This design comes from an exercise in tuning for small area on the open sky130 flow, not from production work. In this exercise RTL edits were held to simulation tests only and were not proved equivalent to the original. Power and IR drop assume default switching activity.

==> design/flow/design.v <==
module debouncer(
    input clk,
    input rst_n,
    input btn_in, 
    output reg btn_out 
);
    parameter [19:0] DEBOUNCE_LIMIT = 4999;
    reg [19:0] counter;
    reg btn_state; 
    always @(posedge clk or negedge rst_n) begin
        if (!rst_n) begin
            counter <= 0;
            btn_state <= 0;
            btn_out <= 0;
        end else begin
            if (btn_in == btn_state) begin
                counter <= 0;
            end else begin
                if (counter == DEBOUNCE_LIMIT) begin
                    btn_state <= btn_in;
                    btn_out <= btn_in;
                    counter <= 0;
                end else begin
                    counter <= counter + 1;
                end
            end
        end
    end
endmodule
module morse_buffer(
    input           clk,
    input           rst_n,
    input           new_dot,
    input           new_dash,
    input           clear,
    output reg [11:0] symbol_data,
    output reg [2:0]  symbol_count
);
    always @(posedge clk or negedge rst_n) begin
        if (!rst_n) begin
            symbol_data <= 0;
            symbol_count <= 0;
        end else if (clear) begin
            symbol_data <= 0;
            symbol_count <= 0;
        end else if (new_dot && symbol_count < 6) begin
            symbol_data <= {symbol_data[9:0], 2'b01};
            symbol_count <= symbol_count + 1;
        end else if (new_dash && symbol_count < 6) begin
            symbol_data <= {symbol_data[9:0], 2'b10};
            symbol_count <= symbol_count + 1;
        end
    end
endmodule
module morse_decoder(
    input [11:0] symbol_data, 
    input [2:0]  symbol_count, 
    output reg [7:0] ascii_out
);
    wire [14:0] lookup_key = {symbol_count, symbol_data};
    always @(*) begin
        case (lookup_key)
            {3'd2, 12'b000000000110}: ascii_out = "A";  
            {3'd4, 12'b000010010101}: ascii_out = "B";  
            {3'd4, 12'b000010011001}: ascii_out = "C";  
            {3'd3, 12'b000000100101}: ascii_out = "D";  
            {3'd1, 12'b000000000001}: ascii_out = "E";  
            {3'd4, 12'b000001011001}: ascii_out = "F";  
            {3'd3, 12'b000000101001}: ascii_out = "G";  
            {3'd4, 12'b000001010101}: ascii_out = "H";  
            {3'd2, 12'b000000000101}: ascii_out = "I";  
            {3'd4, 12'b000001101010}: ascii_out = "J";  
            {3'd3, 12'b000000100110}: ascii_out = "K";  
            {3'd4, 12'b000001100101}: ascii_out = "L";  
            {3'd2, 12'b000000001010}: ascii_out = "M";  
            {3'd2, 12'b000000001001}: ascii_out = "N";  
            {3'd3, 12'b000000101010}: ascii_out = "O";  
            {3'd4, 12'b000001101001}: ascii_out = "P";  
            {3'd4, 12'b000010100110}: ascii_out = "Q";  
            {3'd3, 12'b000000011001}: ascii_out = "R";  
            {3'd3, 12'b000000010101}: ascii_out = "S";  
            {3'd1, 12'b000000000010}: ascii_out = "T";  
            {3'd3, 12'b000000010110}: ascii_out = "U";  
            {3'd4, 12'b000001010110}: ascii_out = "V";  
            {3'd3, 12'b000000011010}: ascii_out = "W";  
            {3'd4, 12'b000010010110}: ascii_out = "X";  
            {3'd4, 12'b000010011010}: ascii_out = "Y";  
            {3'd4, 12'b000010100101}: ascii_out = "Z";  
            {3'd5, 12'b001010101010}: ascii_out = "0";  
            {3'd5, 12'b000110101010}: ascii_out = "1";  
            {3'd5, 12'b000101101010}: ascii_out = "2";  
            {3'd5, 12'b000101011010}: ascii_out = "3";  
            {3'd5, 12'b000101010110}: ascii_out = "4";  
            {3'd5, 12'b000101010101}: ascii_out = "5";  
            {3'd5, 12'b001001010101}: ascii_out = "6";  
            {3'd5, 12'b001010010101}: ascii_out = "7";  
            {3'd5, 12'b001010100101}: ascii_out = "8";  
            {3'd5, 12'b001010101001}: ascii_out = "9";  
            default: ascii_out = "?"; 
        endcase
    end
endmodule
module morse_logic(
    input           clk,
    input           rst_n,
    input           ms_tick,    
    input           key_state,    
    output  reg     new_dot,    
    output  reg     new_dash,  
    output  reg     gap_letter,   
    output  reg     gap_word,  
    output  reg     gap_line,    
    output  reg     long_press_clear 
);
    parameter MIN_PRESS = 50;
    parameter DOT_MAX = 200;
    parameter LETTER_GAP_MIN = 400;
    parameter WORD_GAP_MIN = 700;
    parameter LINE_GAP_MIN = 1200;
    parameter LONG_PRESS = 2000;   
    localparam S_IDLE = 2'b00;
    localparam S_PRESSED = 2'b01;
    localparam S_GAP = 2'b10;
    reg [1:0] state;
    reg [11:0] pulse_timer;  
    reg [11:0] gap_timer;  
    reg key_state_prev;
    wire key_pressed = key_state & ~key_state_prev;
    wire key_released = ~key_state & key_state_prev;
    always @(posedge clk or negedge rst_n) begin
        if (!rst_n) begin
            state <= S_IDLE;
            pulse_timer <= 0;
            gap_timer <= 0;
            key_state_prev <= 0;
            new_dot <= 0;
            new_dash <= 0;
            gap_letter <= 0;
            gap_word <= 0;
            gap_line <= 0;
            long_press_clear <= 0;  
        end else begin
            new_dot <= 0;
            new_dash <= 0;
            gap_letter <= 0;
            gap_word <= 0;
            gap_line <= 0;
            long_press_clear <= 0;  
            key_state_prev <= key_state;
            if (ms_tick) begin
                if (state == S_PRESSED) pulse_timer <= pulse_timer + 1;
                if (state == S_GAP)     gap_timer <= gap_timer + 1;
            end
            case (state)
                S_IDLE: begin
                    if (key_pressed) begin
                        state <= S_PRESSED;
                        pulse_timer <= 0;
                    end
                end
                S_PRESSED: begin
                    if (ms_tick && pulse_timer == LONG_PRESS) begin
                        long_press_clear <= 1;
                        state <= S_IDLE; 
                    end
                    else if (key_released) begin
                        state <= S_GAP;
                        gap_timer <= 0;
                        if (pulse_timer > MIN_PRESS) begin
                            if (pulse_timer < DOT_MAX) new_dot <= 1;
                            else new_dash <= 1;
                        end
                    end
                end
                S_GAP: begin
                    if (key_pressed) begin
                        state <= S_PRESSED;
                        pulse_timer <= 0;
                    end
                    if (ms_tick) begin
                        if (gap_timer == LINE_GAP_MIN) begin
                            gap_line <= 1;
                            state <= S_IDLE;
                        end
                        else if (gap_timer == WORD_GAP_MIN) begin
                            gap_word <= 1;
                        end
                        else if (gap_timer == LETTER_GAP_MIN) begin
                            gap_letter <= 1;
                        end
                    end
                end
            endcase
        end
    end
endmodule
module output_controller(
    input           clk,
    input           rst_n,
    input           trigger_letter,
    input           trigger_word,
    input           trigger_line,
    input           manual_space_press,
    input           manual_newline_press,
    input           manual_backspace_press,  
    input           long_press_clear,
    input [7:0]     decoded_char_in,
    input           uart_busy_in,
    output reg [7:0] char_to_send_out,
    output reg      send_trigger_out
);
    localparam S_IDLE = 4'b0000;
    localparam S_SEND_LF = 4'b0011;
    localparam S_WAIT = 4'b0100;
    localparam S_SEND_CLR1 = 4'b0101;  
    localparam S_SEND_CLR2 = 4'b0110;  
    localparam S_SEND_CLR3 = 4'b0111;  
    localparam S_SEND_CLR4 = 4'b1000;  
    localparam S_SEND_HOME1 = 4'b1001;  
    localparam S_SEND_HOME2 = 4'b1010;  
    localparam S_SEND_HOME3 = 4'b1011;  
    localparam S_SEND_BS1 = 4'b1100;  
    localparam S_SEND_BS2 = 4'b1101;  
    localparam S_SEND_BS3 = 4'b1110;  
    reg [3:0] state;
    reg [3:0] next_state;
    always @(posedge clk or negedge rst_n) begin
        if (!rst_n) begin
            state <= S_IDLE;
            next_state <= S_IDLE;
            send_trigger_out <= 0;
        end else begin
            send_trigger_out <= 0;  
            if (state != S_WAIT && state != S_IDLE && uart_busy_in) begin
                state <= state;  
            end
            else begin
                case (state)
                    S_IDLE: begin
                        if (manual_backspace_press && !uart_busy_in) begin
                            state <= S_SEND_BS1;  
                        end
                        else if (long_press_clear && !uart_busy_in) begin
                            state <= S_SEND_CLR1;  
                        end
                        else if (manual_space_press && !uart_busy_in) begin
                            char_to_send_out <= 8'h20;  
                            send_trigger_out <= 1;
                            state <= S_WAIT;
                            next_state <= S_IDLE;
                        end 
                        else if (manual_newline_press && !uart_busy_in) begin
                            char_to_send_out <= 8'h0D;  
                            send_trigger_out <= 1;
                            state <= S_WAIT;
                            next_state <= S_SEND_LF;
                        end
                        else if (trigger_letter && !uart_busy_in) begin
                            char_to_send_out <= decoded_char_in;
                            send_trigger_out <= 1;
                            state <= S_WAIT;
                            next_state <= S_IDLE;
                        end 
                        else if (trigger_word && !uart_busy_in) begin
                            char_to_send_out <= 8'h20;  
                            send_trigger_out <= 1;
                            state <= S_WAIT;
                            next_state <= S_IDLE;
                        end
                        else if (trigger_line && !uart_busy_in) begin
                            char_to_send_out <= 8'h0D;  
                            send_trigger_out <= 1;
                            state <= S_WAIT;
                            next_state <= S_SEND_LF;
                        end
                    end
                    S_SEND_LF: begin
                        char_to_send_out <= 8'h0A;  
                        send_trigger_out <= 1;
                        state <= S_WAIT;
                        next_state <= S_IDLE;
                    end
                    S_SEND_CLR1: begin
                        char_to_send_out <= 8'h1B;  
                        send_trigger_out <= 1;
                        state <= S_WAIT;
                        next_state <= S_SEND_CLR2;
                    end
                    S_SEND_CLR2: begin
                        char_to_send_out <= 8'h5B;  
                        send_trigger_out <= 1;
                        state <= S_WAIT;
                        next_state <= S_SEND_CLR3;
                    end
                    S_SEND_CLR3: begin
                        char_to_send_out <= 8'h32;  
                        send_trigger_out <= 1;
                        state <= S_WAIT;
                        next_state <= S_SEND_CLR4;
                    end
                    S_SEND_CLR4: begin
                        char_to_send_out <= 8'h4A;  
                        send_trigger_out <= 1;
                        state <= S_WAIT;
                        next_state <= S_SEND_HOME1;
                    end
                    S_SEND_HOME1: begin
                        char_to_send_out <= 8'h1B;  
                        send_trigger_out <= 1;
                        state <= S_WAIT;
                        next_state <= S_SEND_HOME2;
                    end
                    S_SEND_HOME2: begin
                        char_to_send_out <= 8'h5B;  
                        send_trigger_out <= 1;
                        state <= S_WAIT;
                        next_state <= S_SEND_HOME3;
                    end
                    S_SEND_HOME3: begin
                        char_to_send_out <= 8'h48;  
                        send_trigger_out <= 1;
                        state <= S_WAIT;
                        next_state <= S_IDLE;  
                    end
                    S_SEND_BS1: begin
                        char_to_send_out <= 8'h08;  
                        send_trigger_out <= 1;
                        state <= S_WAIT;
                        next_state <= S_SEND_BS2;
                    end
                    S_SEND_BS2: begin
                        char_to_send_out <= 8'h20;  
                        send_trigger_out <= 1;
                        state <= S_WAIT;
                        next_state <= S_SEND_BS3;
                    end
                    S_SEND_BS3: begin
                        char_to_send_out <= 8'h08;  
                        send_trigger_out <= 1;
                        state <= S_WAIT;
                        next_state <= S_IDLE;
                    end
                    S_WAIT: begin
                        if (!uart_busy_in) begin
                            state <= next_state;  
                        end
                    end
                endcase
            end
        end
    end
endmodule
module uart_tx(
    input           clk,       
    input           rst_n,      
    input [7:0]     data_in,    
    input           send,       
    output  reg     tx_pin,     
    output  reg     busy        
);
    parameter CLKS_PER_BIT = 26;
    localparam STATE_IDLE = 3'b001;
    localparam STATE_START = 3'b010;
    localparam STATE_DATA = 3'b011;
    localparam STATE_STOP = 3'b100;
    reg [2:0] state;
    reg [11:0] clk_counter;
    reg [3:0] bit_index;  
    reg [7:0] data_reg;   
    always @(posedge clk or negedge rst_n) begin
        if (!rst_n) begin
            state <= STATE_IDLE;
            tx_pin <= 1;  
            busy <= 0;
            clk_counter <= 0;
            bit_index <= 0;
        end else begin
            case (state)
                STATE_IDLE: begin
                    tx_pin <= 1;
                    busy <= 0;
                    clk_counter <= 0;
                    bit_index <= 0;
                    if (send) begin
                        data_reg <= data_in;
                        busy <= 1;
                        state <= STATE_START;
                    end
                end
                STATE_START: begin
                    tx_pin <= 0;  
                    if (clk_counter == CLKS_PER_BIT - 1) begin
                        clk_counter <= 0;
                        state <= STATE_DATA;
                    end else begin
                        clk_counter <= clk_counter + 1;
                    end
                end
                STATE_DATA: begin
                    tx_pin <= data_reg[bit_index];  
                    if (clk_counter == CLKS_PER_BIT - 1) begin
                        clk_counter <= 0;
                        if (bit_index == 7) begin
                            bit_index <= 0;
                            state <= STATE_STOP;
                        end else begin
                            bit_index <= bit_index + 1;
                        end
                    end else begin
                        clk_counter <= clk_counter + 1;
                    end
                end
                STATE_STOP: begin
                    tx_pin <= 1;  
                    if (clk_counter == CLKS_PER_BIT - 1) begin
                        clk_counter <= 0;
                        state <= STATE_IDLE;
                    end else begin
                        clk_counter <= clk_counter + 1;
                    end
                end
            endcase
        end
    end
endmodule
module top(
    input clk,       
    input morse_in,   
    input btn_space,  
    input btn_newline,
    input rst_n,
    output tx_pin    
);
    reg [14:0] ms_counter;
    wire ms_tick;
    assign ms_tick = (ms_counter == 249);
    always @(posedge clk or negedge rst_n) begin
        if (!rst_n) begin
            ms_counter <= 0;
        end else if (ms_tick) begin
            ms_counter <= 0;
        end else begin
            ms_counter <= ms_counter + 1;
        end
    end
    reg morse_sync_r1, morse_sync_r2;
    wire morse_in_sync;
    always @(posedge clk or negedge rst_n) begin
        if (!rst_n) begin
            morse_sync_r1 <= 0;
            morse_sync_r2 <= 0;
        end else begin
            morse_sync_r1 <= morse_in;
            morse_sync_r2 <= morse_sync_r1;
        end
    end
    assign morse_in_sync = morse_sync_r2;
    wire btn_space_clean;
    wire btn_newline_clean;
    debouncer space_debouncer (
        .clk(clk),
        .rst_n(rst_n),
        .btn_in(btn_space),
        .btn_out(btn_space_clean)
    );
    debouncer newline_debouncer (
        .clk(clk),
        .rst_n(rst_n),
        .btn_in(btn_newline),
        .btn_out(btn_newline_clean)
    );
    wire btn3_pressed = !btn_space_clean;
    wire btn4_pressed = !btn_newline_clean;
    reg btn3_prev;
    reg btn4_prev;
    wire btn3_just_pressed = btn3_pressed & !btn3_prev;
    wire btn4_just_pressed = btn4_pressed & !btn4_prev;
    always @(posedge clk) begin
        btn3_prev <= btn3_pressed;
        btn4_prev <= btn4_pressed;
    end
    wire manual_backspace_press;
    wire manual_space_press;
    wire manual_newline_press;
    assign manual_backspace_press = btn4_just_pressed & btn3_pressed;
    assign manual_space_press     = btn3_just_pressed & !btn4_pressed;
    assign manual_newline_press   = btn4_just_pressed & !btn3_pressed;
    wire        new_dot;
    wire        new_dash;
    wire        gap_letter;
    wire        gap_word;
    wire        gap_line;
    wire        long_press_clear;
    wire [11:0] symbol_data;
    wire [2:0]  symbol_count;
    wire [7:0]  decoded_char;
    wire [7:0]  char_to_send;
    wire        send_trigger;
    wire        uart_busy;
    morse_logic logic_fsm (
        .clk(clk),
        .rst_n(rst_n),
        .ms_tick(ms_tick),
        .key_state(morse_in_sync),
        .new_dot(new_dot),
        .new_dash(new_dash),
        .gap_letter(gap_letter),
        .gap_word(gap_word),
        .gap_line(gap_line),
        .long_press_clear(long_press_clear)
    );
    morse_buffer buffer (
        .clk(clk),
        .rst_n(rst_n),
        .new_dot(new_dot),
        .new_dash(new_dash),
        .clear(gap_letter | gap_word | gap_line | manual_backspace_press),  
        .symbol_data(symbol_data),
        .symbol_count(symbol_count)
    );
    morse_decoder decoder (
        .symbol_data(symbol_data),
        .symbol_count(symbol_count),
        .ascii_out(decoded_char)
    );
    output_controller out_ctrl (
        .clk(clk),
        .rst_n(rst_n),
        .trigger_letter(gap_letter),
        .trigger_word(gap_word),
        .trigger_line(gap_line),
        .manual_space_press(manual_space_press),
        .manual_newline_press(manual_newline_press),
        .manual_backspace_press(manual_backspace_press),  
        .long_press_clear(long_press_clear),
        .decoded_char_in(decoded_char),
        .uart_busy_in(uart_busy),
        .char_to_send_out(char_to_send),
        .send_trigger_out(send_trigger)
    );
    uart_tx my_uart (
        .clk(clk),
        .rst_n(rst_n),
        .data_in(char_to_send),
        .send(send_trigger),
        .tx_pin(tx_pin),
        .busy(uart_busy)
    );
endmodule
==> design/flow/run.sh <==
#!/bin/bash
# synth_recipe.tcl (not shown) runs the flow's synth.tcl, then flattens the netlist and writes it again
# the make line also repeats each setting of config.mk as NAME=value (left out here)
make -C /OpenROAD-flow-scripts/flow DESIGN_CONFIG=/design/flow/config.mk WORK_HOME=/design/flow/orfs CLKGATE_MAP_FILE= SYNTH_SCRIPT=/design/flow/synth_recipe.tcl finish
==> design/flow/config.mk <==
export PLATFORM = sky130hd
export DESIGN_NAME = top
export DESIGN_NICKNAME = top
export VERILOG_FILES = /design/flow/design.v
export SDC_FILE = /design/flow/constraint.sdc
export NUM_CORES = 4
export LEC_CHECK = 0
export CAP_MARGIN = 20
export CORE_MARGIN = 2
export CORE_UTILIZATION = 40
export SLEW_MARGIN = 20
==> design/flow/constraint.sdc <==
create_clock -name core_clock -period 10.0 [get_ports {clk}]
set_input_delay 2.0000 -clock core_clock [delete_from_list [all_inputs] [get_ports {clk}]]
set_output_delay 2.0000 -clock core_clock [all_outputs]
set_load 0.01 [all_outputs]
==> metrics.csv <==
metric,value,unit
Synth warnings,7,
asr flop ratio synth,0.8954,
total CTS buffers,17,
final worst slack,6.506,ns
post-synthesis compound-gate area fraction,0.1040,
flop-to-flop setup slack,6.86,ns
clock sink total,153,
biggest registers after layout,"newline_debouncer.counter (20), space_debouncer.counter (20), ms_counter (15)",
status,finished clean,
CP max FO,3,
Post-CTS Resized,0,
post-route cell area,0.009250,mm2
Die Span X,148.7,um
GR Layer Usage met2,0.2400,
R2R depth,10,
Via density,5.274,
Final min period,3.494,ns
"commonest non-fill, non-tap cell in the layout",dfrtp_1,
HP Class,reg -> reg,
antenna cells,0,
Final nets,953,
clk latency of the worst-skew pair,0.43,ns
multi-input logic area,0.004232,mm2
postcts setup bufs,0,
xor and xnor fraction of the mapped netlist area,0.08266,
global route total overflow,0,
worst reg2reg path startpoint,ms_counter[1]$_DFF_PN0_,
fraction of the mapped netlist area in simple logic gates,0.2759,
fin crit share,0.3494,
crit-path cells,clkdlybuf4s50_1,
critical path class,reg -> out,
CTS root buffer,clkbuf_16,
"CP delay by family, top",flip-flops,
clock buffer depth,2,
most frequent cells in the layout,"dfrtp_1 (135), nor2_1 (129), nand2_1 (119)",
mux cell area share after synthesis,0.01031,
Worst path max stage delay,0.54,ns
Post-DP HPWL,11380,um
Critical Path Slowest Stage Cell,dfstp_2,
DRT antenna net count,0,
Worst EP arrival,1.49,ns
Synth top area share,0.4036,
Mapped Cells,936,
clk slew on worst S/H paths,0.06,ns
CTS tree,built,
Setup TNS Final,0,ns
"Core Util, Final",0.4542,
Initial DRC Count,451,
post-synthesis adder-cell area fraction,0.02990,
std cell rows,52,
Clock Skew,0.01084,ns
Post-synth EDFFs,14,
WHS Path Cells,0,
worst r2r dst,logic_fsm.pulse_timer[11]$_DFF_PN0_,
syn avg cell area,8.943,um2
Avg WL per Cell,13.42,um
vias in the first global route,6054,
non-filler instance count after layout,1211,
final WL,16250,um
first-pass GRT wire length,28750,um
number of synthesized register bits,153,
pre-CTS WS,6.320,ns
Worst setup EP type,output port,
PD cells,157.9,mW/mm2
# fillers,1964,
largest net degree at the start of global routing,78,
main combinational cell family by area after synthesis,simple AND/OR/NAND/NOR gates,
Most Crowded Layer GR,met2,
sequential cell area,0.003891,mm2
met3 Use GR,0.02975,
num ports,6,
initial antenna violation count,0,
Worst EP required,8.00,ns
Initial Util,0.4110,
drt drc,0,
placed cells,1179,
area growth from synthesis to layout,10.51,%
Synth Flop Type,dfrtp_1,
met1 Track Usage GR,0.2213,
unrepaired setup endpoints after global routing,no,
final hold viol count,0,
share of the yosys chip area belonging to registers,0.4649,
syn_nets,961,
max_slew headroom,0.3714,
Post-Syn Area,0.008371,mm2
GP Congestion,0.8728,
Leak,3.833,nW
max_cap viols,0,
HP Start,morse_sync_r1$_DFF_PN0_,
Worst-Margin Slew,0.9430,ns
hold-fix buffer count after cts,0,
final setup fails,0,
synth top area cells,"dfrtp_1 (40%), nor2_1 (5.8%), nand2_1 (5.3%), edfxtp_1 (5.0%), xor2_1 (4.8%)",
Core Region,0.02036,mm2
fmax,286.2,MHz
router iterations before antenna repair,5,
placed cell area,0.008652,mm2
routed vias,6387,
die height,148.7,um
die area,0.02210,mm2
fraction of layout cells with a size suffix above 1,0.06164,
post-synthesis cell type count,71,
peak supply drop,0.1018,mV
# H-tree levels,4,
"Buf+Inv Stages, Crit Path",1,
CP Launch Type,register,
GR Util All Layers,0.1581,
Synth area leader,dfrtp_1,
hold-critical path endpoint,morse_sync_r2$_DFF_PN0_,
max-slew violations,0,
IO Port Bufs,5,
-- kinds of logic (layout without fill, tap and decap cells) --
kind of cell / Yosys count / after routing
flip-flops: 153 / 153
adder cells (fa/ha/maj): 20 / 20
multiplexers: 7 / 7
AO/OA/AOI/OAI: 146 / 146
buffers and inverters: 68 / 73
AND/OR/NAND/NOR: 463 / 463
XOR/XNOR: 79 / 79
-- layout make-up --
cell class              count  share of cell area
multi-input cells         715              0.4575
flip-flops and latches    153              0.4207
clock buffers              20             0.04937
well taps                 270             0.03652
clock inverters            12             0.01501
inverters                  34             0.01380
repair buffers              7            0.007169
-- worst register-to-register path, stage by stage, from the launching register on --
cell and delay [ns]:
dfrtp_1 0.41, inv_1 0.07, ha_1 0.14, or4b_4 0.47, nor4_4 0.65, and2_1 0.41
nand4_1 0.22, nor3_1 0.32, nand2_1 0.12, xor2_1 0.14, nor2_1 0.05
-- Yosys cell counts, drive strengths merged (8+ instances only) --
master / instances
nor2b: 17
or3: 11
nor4: 15
nand2: 120
o21ai: 56
edfxtp: 14
clkbuf: 24
and3: 19
xnor2: 33
inv: 34
xor2: 46
ha: 20
nand4: 14
nand3: 59
buf: 10
nand2b: 8
dfrtp: 135
nor3: 22
nor2: 129
a21oi: 43
-- metal layers --
metal  vias up  routed length, um
li1       3251                  -
met1      3006               8130
met2       101               7241
met3        29                490
met4         0                388
met5         -                  0
-- where the power goes --
group          internal [mW]  leakage (nW)  switching (mW)
logic                 0.0535          1.56          0.0872
clock network          0.384         0.282           0.259
registers              0.648          1.99          0.0288
-- through the flow --
stage	total power [mW]	hold WS, ns
after CTS	1.481	0.3639
after detailed placement	0.8297	0.3364
after floorplan	0.7888	0.3312
after global routing	1.533	0.3921
final	1.461	0.3635
after global placement	0.8296	0.3472
-- how the worst max path moves through the flow --
stage / depth (start not counted) / endpoint / startpoint
after floorplan: 2 / out_ctrl.char_to_send_out[0]$_DFFE_PP_ / rst_n
after global placement: 3 / out_ctrl.char_to_send_out[0]$_DFFE_PP_ / rst_n
after detailed placement: 3 / out_ctrl.char_to_send_out[0]$_DFFE_PP_ / rst_n
after CTS: 1 / tx_pin / my_uart.tx_pin$_DFFE_PN1P_
after global routing: 1 / tx_pin / my_uart.tx_pin$_DFFE_PN1P_
final: 1 / tx_pin / my_uart.tx_pin$_DFFE_PN1P_

[what the ideal ports hide]
No port has a modelled driver above. Below, the same layout with a new extraction and two added sets of constraints.
Step 1: set_driving_cell puts a clkbuf_16 on clk and a buf_2 on each other input, an assumption about the parent block.
Step 2 times the ports against the registers' clock, not the clock port: input delays grow and output delays shrink by t, the midpoint of the rising clock arrivals with the driver on.
Three values: ideal ports, drivers, drivers and shift; two values: the first two.
t (ns): 0.470
setup slack, ns: 6.506 / 6.457 / 6.335
worst setup path at the end: input to register
pins driven straight from the clock port: 1
After both steps setup and hold are still met in this run. The setup slack of this run moves by -0.049 ns with the drivers and by -0.171 ns with both steps.
